From an optimization exercise on the open Yosys and OpenROAD flow, aimed at a short achievable clock period and few clock cycles; shortcuts taken in it are not production practice. No activity file was given, so power comes from the tool's default toggle rates.

==> 11-15 <==
==> flow/design.v (excerpt) <==
module microprocessor #(parameter N = 8, ROM_addressBits = 6, RF_addressBits = 3) (
  input  logic                           clk             ,
  input  logic                           rst_n           ,
  input  logic [ 3+2*(RF_addressBits):0] ROM_data        ,
  input  logic [                  N-1:0] SRAM_data       ,
  output logic                           overflowPC      ,
  output logic                           ROM_readEnable  ,
  output logic                           SRAM_readEnable ,
  output logic                           SRAM_writeEnable,
  output logic [    ROM_addressBits-1:0] ROM_address     ,
  output logic [(2**RF_addressBits)-1:0] SRAM_address    ,
  output logic [                  N-1:0] SRAM_data_in
);
clock: 6.0 ns
lec_check: 0
cap_margin: 20
core_margin: 2
core_utilization: 40
setup_slack_margin: 3.5
slew_margin: 20
run.sh (not shown) runs the stock make flow with config.mk's settings and CLKGATE_MAP_FILE= SYNTH_SCRIPT=/design/flow/synth_recipe.tcl, a recipe that flattens the netlist after the stock synthesis.
==> inputs of 11-13, as changes to 11-15 <==
--- a/flow/design.v
+++ b/flow/design.v
@@ -90,23 +90,23 @@
   logic       ilast;             
   logic [3:0] i_hp [5];          
   logic [3:0] i_hm [5];          
   logic [2:0] i_sa, i_sm;        
   logic [2:0] bE, bW;            
   logic [5:0] i_pcm1;            
   logic [5:0] ipc1;              
-  localparam int NA = 8, NB = 4;
+  localparam int NA = 2, NB = 2;
   logic [NA-1:0] av;
   logic [5:0]    atag [NA];
   logic [5:0]    aT   [NA];
-  logic [2:0]    aptr;
+  logic [$clog2(NA)-1:0] aptr;
   logic [NB-1:0] bv;
   logic [5:0]    btag [NB];
   logic [5:0]    bT   [NB];
-  logic [1:0]    bptr;
+  logic [$clog2(NB)-1:0] bptr;
   logic       ta_v, tb_v, tc_v, tn_v;
   logic [5:0] t_i, t_im1, t_tgt;
   logic       t_toor;
   logic       l_v;               
   logic [5:0] l_pc1;             
   logic       l_brn;             
   logic       e_v;
@@ -120,19 +120,19 @@
   logic [7:0] e_A, e_B;
   logic       e_cin;
   logic       e_cbr_np, e_cbr_p;   
   logic       e_cbr_l;           
   logic [2:0] e_csel;
   logic [5:0] e_tgt, e_pc, e_pc1, e_pcm1;
   logic       e_isbrn, e_tbv;    
-  logic [3:0] e_wbm;
+  logic [NB-1:0] e_wbm;
   logic       e_toor;
   logic       e_cond;            
   logic       e_brn_oor;         
-  logic [7:0] e_wam;             
+  logic [NA-1:0] e_wam;          
   logic       w_v;
   logic [2:0] w_dst;
   logic [7:0] e_g, e_t, e_G, e_T, e_c, e_k, sum, e_res;
   logic       e_cout, e_ovf, e_z;
   always_comb begin
     e_g   = e_A & e_B;
     e_t   = e_A | e_B;
@@ -281,19 +281,19 @@
       e_tbv   <= go & is_brn & l_v & ~l_brn & (l_pc1 == ipc);
       ta_v <= e_isbrn;
       tb_v <= e_tbv;
       tc_v <= e_cbr_np & e_cond;
       tn_v <= e_cbr_p & ~e_cond;
       if (go) l_v <= 1;
       if ((ta_v | tc_v) & ~t_toor) begin
-        if (wa_m == 0) begin av[aptr] <= 1'b1; aptr <= aptr + 3'd1; end
+        if (wa_m == 0) begin av[aptr] <= 1'b1; aptr <= aptr + 1'b1; end
       end
       if (tn_v) av <= av & ~wa_m;
       if (tb_v & ~t_toor) begin
-        if (wb_m == 0) begin bv[bptr] <= 1'b1; bptr <= bptr + 2'd1; end
+        if (wb_m == 0) begin bv[bptr] <= 1'b1; bptr <= bptr + 1'b1; end
       end
       e_v   <= go;
       e_cbr_np <= go & i_cbr_np;
       e_cbr_p  <= go & i_cbr_p;
       e_cbr_l  <= go & is_cbr & ilast & ~i_cbr_p;
       e_brn_oor <= go & is_brn & itoor;
       e_fl  <= go & (is_alu2 | is_not | is_mov);
==> inputs of 02-12, as changes to 11-15 <==
--- a/flow/design.v
+++ b/flow/design.v
@@ -87,15 +87,14 @@
   logic       i_cbr_np;          
   logic       i_cbr_p;           
   logic [2:0] i_csel;            
   logic       ilast;             
   logic [3:0] i_hp [5];          
   logic [3:0] i_hm [5];          
   logic [2:0] i_sa, i_sm;        
-  logic [2:0] bE, bW;            
   logic [5:0] i_pcm1;            
   logic [5:0] ipc1;              
   localparam int NA = 8, NB = 4;
   logic [NA-1:0] av;
   logic [5:0]    atag [NA];
   logic [5:0]    aT   [NA];
   logic [2:0]    aptr;
@@ -118,33 +117,30 @@
   logic       e_cen;             
   logic       e_and, e_or;       
   logic [7:0] e_A, e_B;
   logic       e_cin;
   logic       e_cbr_np, e_cbr_p;   
   logic       e_cbr_l;           
   logic [2:0] e_csel;
-  logic [5:0] e_tgt, e_pc, e_pc1, e_pcm1;
-  logic       e_isbrn, e_tbv;    
-  logic [3:0] e_wbm;
+  logic [5:0] e_tgt, e_pc, e_pc1;
   logic       e_toor;
   logic       e_cond;            
   logic       e_brn_oor;         
   logic [7:0] e_wam;             
   logic       w_v;
   logic [2:0] w_dst;
   logic [7:0] e_g, e_t, e_G, e_T, e_c, e_k, sum, e_res;
   logic       e_cout, e_ovf, e_z;
   always_comb begin
     e_g   = e_A & e_B;
     e_t   = e_A | e_B;
     {e_G, e_T} = prefix8(e_g, e_t);
-    e_c   = {(e_G[6:0] & {7{e_cen}}) | (e_T[6:0] & {7{e_cin}}), e_cin} |
-            (e_g & {8{e_or}}) | (e_t & {8{e_and}});
+    e_c   = {(e_G[6:0] & {7{e_cen}}) | (e_T[6:0] & {7{e_cin}}), e_cin};
     sum   = (e_A ^ e_c) ^ e_B;
-    e_res = sum;
+    e_res = e_and ? e_g : e_or ? e_t : sum;
     e_cout = e_G[7] | (e_T[7] & e_cin);
     e_ovf = e_cen & (e_c[7] ^ e_cout);
     e_k   = e_cen ? {e_t[6:0], e_cin} : 8'd0;
     e_z   = e_and ? ~|e_g : e_or ? ~|e_t : &(~((e_A ^ e_k) ^ e_B));
   end
   wire e_wen = e_v & e_wr;
   logic [2:0] Fn;
@@ -168,35 +164,37 @@
   wire is_ld   = (op == LOAD);
   wire is_st   = (op == STORE);
   wire is_ldi  = (op == LOAD_IM);
   wire is_cbr  = (op == BRN_Z) | (op == BRN_N) | (op == BRN_O);
   wire is_brn  = (op == BRN);
   wire is_und  = (op == 4'hF);
   wire is_br   = is_cbr | is_brn;
-  wire d_wr    = is_alu2 | is_not | is_mov | is_ldi;
   logic [7:0] va, vb, vm;
   always_comb begin
-    if (e_v && bE[0])  va = e_res;
-    else if (bW[0])    va = SRAM_data;
-    else               va = R[i_sa];
-    if (e_v && bE[1])  vb = e_res;
-    else if (bW[1])    vb = SRAM_data;
-    else               vb = R[fb];
-    if (e_v && bE[2])  vm = e_res;
-    else if (bW[2])    vm = SRAM_data;
-    else               vm = R[i_sm];
+    if (e_wen && e_dst == i_sa)    va = e_res;
+    else if (w_v && w_dst == i_sa) va = SRAM_data;
+    else                           va = R[i_sa];
+    if (e_wen && e_dst == fb)      vb = e_res;
+    else if (w_v && w_dst == fb)   vb = SRAM_data;
+    else                           vb = R[fb];
+    if (e_wen && e_dst == i_sm)    vm = e_res;
+    else if (w_v && w_dst == i_sm) vm = SRAM_data;
+    else                           vm = R[i_sm];
   end
   wire stall  = ivld & hz;
   wire go     = ivld & ~stall;
-  wire [7:0] t_lo  = add8({5'd0, ipc[2:0]}, {5'd0, ir[2:0] ^ {3{ir[5]}}}, ir[5]);
-  wire       t_st  = t_lo[3] ^ ir[5];
-  wire [3:0] t_h0  = ir[5] ? i_hm[ir[4:3]]        : i_hp[ir[4:3]];
-  wire [2:0] t_j1  = {1'b0, ir[4:3]} + 3'd1;
-  wire [3:0] t_h1  = ir[5] ? i_hm[t_j1] : i_hp[t_j1];
-  wire [3:0] t_hi  = t_st ? t_h1 : t_h0;
+  wire [3:0] t_lo  = ir[5] ? ({1'b0, ipc[2:0]} - {1'b0, ir[2:0]})
+                           : ({1'b0, ipc[2:0]} + {1'b0, ir[2:0]});
+  wire [2:0] t_j   = {1'b0, ir[4:3]} + {2'b00, t_lo[3]};
+  logic [3:0] t_hi;
+  always_comb begin
+    t_hi = 4'd0;
+    for (int j = 0; j < 5; j++)
+      if (t_j == j) t_hi = ir[5] ? i_hm[j] : i_hp[j];
+  end
   wire [5:0] itgt  = {t_hi[2:0], t_lo[2:0]};
   wire       itoor = t_hi[3];
   wire redirect = e_redir | (go & i_brn_np);
   wire [5:0] rd_tgt = e_redir ? e_rdt : itgt;
   wire d_halt   = go & ~is_br & ~is_und & ilast;
   wire [9:0] s_ir   = stl ? kir   : ROM_data;
   wire [3:0] s_op   = s_ir[9:6];
@@ -242,15 +240,15 @@
     end
     FAo_n = stl_n ? 6'd0 : FA_n;
   end
   always_ff @(posedge clk or negedge rst_n) begin
     if (!rst_n) begin
       FA <= 0; FAo <= 0; re <= 1; rv <= 0; rpred <= 0; stl <= 0; kv <= 0; kpred <= 0;
       iv <= 0; ipred <= 0; i_brn_np <= 0; i_cbr_np <= 0; i_cbr_p <= 0;
-      ta_v <= 0; tb_v <= 0; e_isbrn <= 0; e_tbv <= 0; tc_v <= 0; tn_v <= 0; l_v <= 0;
+      ta_v <= 0; tb_v <= 0; tc_v <= 0; tn_v <= 0; l_v <= 0;
       ov_reg <= 0; dead <= 0;
       av <= 0; aptr <= 0; bv <= 0; bptr <= 0;
       e_v <= 0; e_brn_oor <= 0; e_cbr_np <= 0; e_cbr_p <= 0; e_cbr_l <= 0; w_v <= 0; hz <= 0; e_fl <= 0; e_clr <= 0;
       SRAM_readEnable <= 0; SRAM_writeEnable <= 0;
       F <= 0;
     end else begin
       FA  <= FA_n;
@@ -273,18 +271,16 @@
       if (!stall) begin
         i_brn_np <= (s_ir[9:6] == BRN) & ~s_pred;
         i_cbr_np <= s_cbr & ~s_pred;
         i_cbr_p  <= s_cbr & s_pred & (s_pc != 6'd63);
       end
       if (d_halt | e_halt) ov_reg <= 1;
       if (go & is_und) dead <= 1;
-      e_isbrn <= go & is_brn;
-      e_tbv   <= go & is_brn & l_v & ~l_brn & (l_pc1 == ipc);
-      ta_v <= e_isbrn;
-      tb_v <= e_tbv;
+      ta_v <= go & is_brn;
+      tb_v <= go & is_brn & l_v & ~l_brn & (l_pc1 == ipc);
       tc_v <= e_cbr_np & e_cond;
       tn_v <= e_cbr_p & ~e_cond;
       if (go) l_v <= 1;
       if ((ta_v | tc_v) & ~t_toor) begin
         if (wa_m == 0) begin av[aptr] <= 1'b1; aptr <= aptr + 3'd1; end
       end
       if (tn_v) av <= av & ~wa_m;
@@ -307,58 +303,50 @@
   end
   always_ff @(posedge clk) begin
     if (!stl) begin
       rpc   <= FA;
       rfold <= ~f_hita & f_hitb;
     end
     if (stall) begin
-      bE    <= 3'b000;
-      bW    <= {e_v & e_ld & (e_dst == i_sm), e_v & e_ld & (e_dst == fb),
-                e_v & e_ld & (e_dst == i_sa)};
       kir   <= ROM_data;
       kpc   <= rpc;
       kfold <= rfold;
     end else begin
       ir    <= s_ir;
-      bE    <= {d_wr & (fa == s_sm), d_wr & (fa == s_ir[2:0]), d_wr & (fa == s_sa)};
-      bW    <= {e_v & e_ld & (e_dst == s_sm), e_v & e_ld & (e_dst == s_ir[2:0]),
-                e_v & e_ld & (e_dst == s_sa)};
       i_sa  <= s_sa;
       i_csel <= {s_op == BRN_O, s_op == BRN_N, s_op == BRN_Z};
       i_sm  <= s_sm;
       i_pcm1 <= s_pc - 6'd1;
       ipc   <= s_pc;
       ifold <= s_fold;
       ilast <= (s_pc == 6'd63);
       for (int j = 0; j < 5; j++) begin
         i_hp[j] <= {1'b0, s_pc[5:3]} + 4'(j);
         i_hm[j] <= {1'b0, s_pc[5:3]} - 4'(j);
       end
       ipc1  <= inc6(s_pc);
     end
-    e_wr  <= d_wr;
+    e_wr  <= is_alu2 | is_not | is_mov | is_ldi;
     e_ld  <= is_ld;
     e_dst <= fa;
     e_cen <= (op == ADD) | (op == SUB);
     e_and <= (op == AND);
     e_or  <= (op == OR) | (op == MOV) | ~(is_alu2 | is_not);
     e_A   <= (is_mov | ~(is_alu2 | is_not)) ? 8'd0 : va;
     e_B   <= (op == SUB) ? ~vb : (is_alu2 | is_not | is_mov) ? vb : {{5{fb[2]}}, fb};
     e_cin <= (op == SUB);
     SRAM_address <= vm;
     SRAM_data_in <= vb;
     w_dst <= e_dst;
-    t_i   <= e_pc;
-    wa_m  <= e_wam;
-    t_tgt <= e_tgt;
-    t_toor <= e_toor;
-    t_im1 <= e_pcm1;
-    wb_m  <= e_wbm;
-    e_pcm1 <= i_pcm1;
-    e_wbm  <= wb_mn;
+    t_i   <= e_redir ? e_pc : ipc;
+    wa_m  <= e_redir ? e_wam : wa_mn;
+    t_tgt <= e_redir ? e_tgt : itgt;
+    t_toor <= e_redir ? e_toor : itoor;
+    t_im1 <= i_pcm1;
+    wb_m  <= wb_mn;
     e_csel <= i_csel;
     e_tgt  <= itgt;
     e_toor <= itoor;
     e_cond <= |(i_csel & Fn);
     e_pc   <= ipc;
     e_pc1  <= ipc1;
     e_wam  <= wa_mn;
SETUP_SLACK_MARGIN = 4.5   (was 3.5)
==> comparison table <==
quantity                                                          11-15      02-12     11-13
Count of clock tree sinks                                           474        456       351
Seq area share                                                    0.454      0.385     0.436
Met2 wirelength from detailed routing                           30.3 mm    35.3 mm   22.5 mm
Headroom to the max-slew limit                                    0.302      0.482     0.318
Average wire per standard cell                                  22.3 um    23.8 um   21.8 um
Sequential cell area in the final layout                      12500 um2  12200 um2  8990 um2
Post-synthesis mux area share                                    0.0834     0.0832     0.105
Initial cell density of the core                                  0.404      0.406     0.405
Via count                                                         16291      17754     12884
Number of ordinary and repair buffers in the finished layout        202        422       129
Int Pwr                                                         8.02 mW    8.97 mW   6.07 mW
FF-to-FF path depth                                                  10         16        10
Via count normalized by instance count                             5.61       5.83      5.73
Outcome                                        timing/DRC/antenna clean  timing/DRC/antenna clean  timing/DRC/antenna clean
Post-synthesis cell count                                          1973       1945      1617
Worst IR drop on VDD                                             336 uV     301 uV    234 uV
No run of this note included a check of the RTL's function; only the layout flow was run.

afterwards: timing with drivers on the ports:
In the flow no input, the clock included, has a driving cell. The finished layouts below were timed again as built, in two steps. Step 1, drivers: a clkbuf_16 drives clk and a buf_2 each remaining input, both assumed. Step 2, shift: input delay + t, output delay - t, t = (earliest + latest rising clock arrival at the registers) / 2. This alone moves slack from input paths to output paths. Slacks: ideal ports / drivers / drivers and shift; pairs: ideal ports / drivers.
run | shift t [ns] | setup slack, ns | worst setup path after step 2 | pins driven straight from the clock port
11-15 | 0.659 | 3.396 / 3.396 / 2.936 | input to register | 1
11-13 | 0.599 | 3.286 / 3.286 / 2.892 | input to register | 1
02-12 | 0.656 | 2.734 / 2.734 / 2.734 | register to register | 1
After both steps setup and hold are still met in every run listed. For 11-15, which loses most, drivers alone change the setup slack by 0.000 ns; drivers and shift together by -0.460 ns.
